Background: an optimization exercise with open tools, aiming at a short achievable clock period and few clock cycles. Do not read the settings as production practice. Function was checked by simulation only, so behaviour that the tests miss may differ from the original. Power is estimated from default activity; no workload was simulated.

Setup of old:
// cpu
module cpu(
	input clk,
	input rst,
	output [11:0] imem_addr,
	input [15:0] imem_rdata,
	output [7:0] dmem_addr,
	output [15:0] dmem_wdata,
	output dmem_we,
	input [15:0] dmem_rdata
);
Size in the first run: ~1,200 flip-flops, ~58,000 um^2 of cells after synthesis.
clock: 10.0 ns
lec_check: 0
abc_clock_period_in_ps: 200
cap_margin: 30
core_margin: 2
core_utilization: 30
cts_cluster_diameter: 100
cts_cluster_size: 20
slew_margin: 30
synth_hierarchical: 1
standard.sh (not shown) runs the stock make flow with config.mk's settings and CLKGATE_MAP_FILE= SYNTH_SCRIPT=/design/flow/synth_recipe.tcl, a recipe that flattens the netlist after the stock synthesis.
==> flow/flow/run.sh <==
#!/bin/bash
# Standard ORFS layout (standard synthesis), with timing repair aiming well
# below the 10 ns constraint, free resizing across cell footprints, port
# buffers of a normal drive strength, and no gate cloning (its clones were
# left with slow input nets after routing).
set -euo pipefail
bash standard.sh SETUP_SLACK_MARGIN=7.5 MATCH_CELL_FOOTPRINT=0 SKIP_GATE_CLONING=1 \
  'BUFFER_PORTS_ARGS=-buffer_cell sky130_fd_sc_hd__buf_4' finish > flow_make.log 2>&1
The final layout from old, which completed every stage, passed the timing, design-rule and antenna checks at the end of the flow.
Testbench counts of old, summed over its fixed seeds: cycles 39,182.
The following lists how new was set up differently from old:
--- a/flow/design.v
+++ b/flow/design.v
@@ -301,22 +301,21 @@
 	end
 endfunction
 reg [11:0] pc;
 reg [11:0] pc_out_n;
 wire [15:0] i0 = imem_rdata;
 wire [3:0] op0 = i0[15:12];
 wire [11:0] pc1 = inc12(pc);
 wire [11:0] pc2 = inc12(pc1);
 wire [11:0] tgt0;
 adder12 u_tgt(.a(pc), .b(i0[11:0]), .s(tgt0));
-wire [31:0] tgt0_rot = {pc_oh, pc_oh} << i0[3:0];
-wire [15:0] tgt0_oh = tgt0_rot[31:16];
+wire [15:0] tgt0_oh = 16'd1 << tgt0[3:0];
 reg [255:0] c_ins;
 reg [127:0] c_tag;
 reg [191:0] c_tgt;    
 reg [15:0] c_v;
 reg [15:0] pc_oh;
 wire [7:0] pc_hi1 = pc[11:4] + 8'd1;
 wire [15:0] c_we = {pc_oh[0], pc_oh[15:1]};    
 wire [15:0] we_m1 = {pc_oh[1:0], pc_oh[15:2]};
 reg [15:0] i1, im1;
 reg [11:0] tgt1;
Notes after the runs:
Cmp new and old / post-route standard cell area excluding fillers / higher: new
Per the comparison of new with old, area added between synthesis and finish went up 2.4 points; final estimated routing congestion in global placement went down 3.3%; worst setup slack went down 0.020 ns; time the worst path needs with I/O delays and setup went up 0.020 ns.
Looking only at power after layout, and setting everything else aside, the higher value of new and old goes to new.
From old to new the numbers moved as follows: buffers inserted during post-CTS setup optimization lost 26; sequential cell area share lost 0.29 points.
NOTE number of global-route vias before repair old->new decreased slightly
Diff old -> new | ratio of final minimum period to clock period | increase of 0.20 points
On total leakage power, old beats new.
Violation count after the first detailed-routing iteration (higher): old
Testbench counts of new, summed over its fixed seeds: cycles 39,182.

---

run A:
Starting RTL as in the previous note.
clock: 10.0 ns
lec_check: 0
abc_clock_period_in_ps: 200
cap_margin: 30
core_margin: 2
core_utilization: 30
slew_margin: 30
synth_hierarchical: 1
Scripts as last shown in full above: flow/flow/run.sh
Testbench counts of run A, summed over its fixed seeds: cycles 39,182.
The following lists how run B was set up differently from run A:
--- a/flow/design.v
+++ b/flow/design.v
@@ -299,26 +299,25 @@
 			end
 		less16 = lt[15];
 	end
 endfunction
 reg [11:0] pc;
 reg [11:0] pc_out_n;
 wire [15:0] i0 = imem_rdata;
 wire [3:0] op0 = i0[15:12];
 wire [11:0] pc1 = inc12(pc);
 wire [11:0] pc2 = inc12(pc1);
 wire [11:0] tgt0;
 adder12 u_tgt(.a(pc), .b(i0[11:0]), .s(tgt0));
-wire [31:0] tgt0_rot = {pc_oh, pc_oh} << i0[3:0];
-wire [15:0] tgt0_oh = tgt0_rot[31:16];
+wire [15:0] tgt0_oh = 16'd1 << tgt0[3:0];
 reg [255:0] c_ins;
 reg [127:0] c_tag;
 reg [191:0] c_tgt;    
 reg [15:0] c_v;
 reg [15:0] pc_oh;
 wire [7:0] pc_hi1 = pc[11:4] + 8'd1;
 wire [15:0] c_we = {pc_oh[0], pc_oh[15:1]};    
 wire [15:0] we_m1 = {pc_oh[1:0], pc_oh[15:2]};
 reg [15:0] i1, im1;
 reg [11:0] tgt1;
 reg [15:0] c_match0, c_match1;
 integer j;
[summary]
Of run A and run B, the run reporting the higher cell area was run A. Going from run A to run B, area growth from synthesis to final layout moved up; peak ir drop on the vdd network moved down; overall power after layout moved up. Changes observed in run B relative to run A: sequential power did not really move, wire length on met1 shrank by about 4%, number of resized instances in the post-cts repair step went up. Worst hold slack across all endpoints, run A and run B: larger value in run A. | portion of total power attributed to the clock network | run A vs run B | ≈ equal |. In the flow results for run A and run B, the via count is smaller on run B. Share of power burned in registers: lower on run B. Run B vs run A: clock skew up.
Testbench counts of run B, summed over its fixed seeds: cycles 39,182.

## separate check: timing with driven ports
Ports are ideal in the flow. The routed layouts listed here were re-timed in OpenROAD.
Step 1 assumes that a clkbuf_16 drives the clock port and a buf_2 every other input.
Step 2 moves the port delays by t, midway between the first and last clock arrival at a register: inputs arrive t later, outputs are due t later. That takes back most of the time a late clock gives input paths.
Slacks: ideal / step 1 / step 2; pairs: ideal / step 1.
run | t, ns | setup slack, ns | hold WS [ns] | worst data-port slew with drivers (ns) | pins driven straight from the clock port
old | 0.796 | 6.570 / 6.576 / 5.780 | 0.313 / 0.313 / 0.313 | 0.19 | 1
new | 0.788 | 6.549 / 6.528 / 5.740 | 0.313 / 0.313 / 0.313 | 0.21 | 1
run A | 0.857 | 6.593 / 6.558 / 5.731 | 0.325 / 0.325 / 0.325 | 0.19 | 1
run B | 0.847 | 6.607 / 6.561 / 5.783 | 0.316 / 0.316 / 0.316 | 0.21 | 1
After both steps setup and hold are still met in every run listed. The setup slack of run A, which loses most, moves by -0.035 ns with the drivers and by -0.862 ns with both steps.
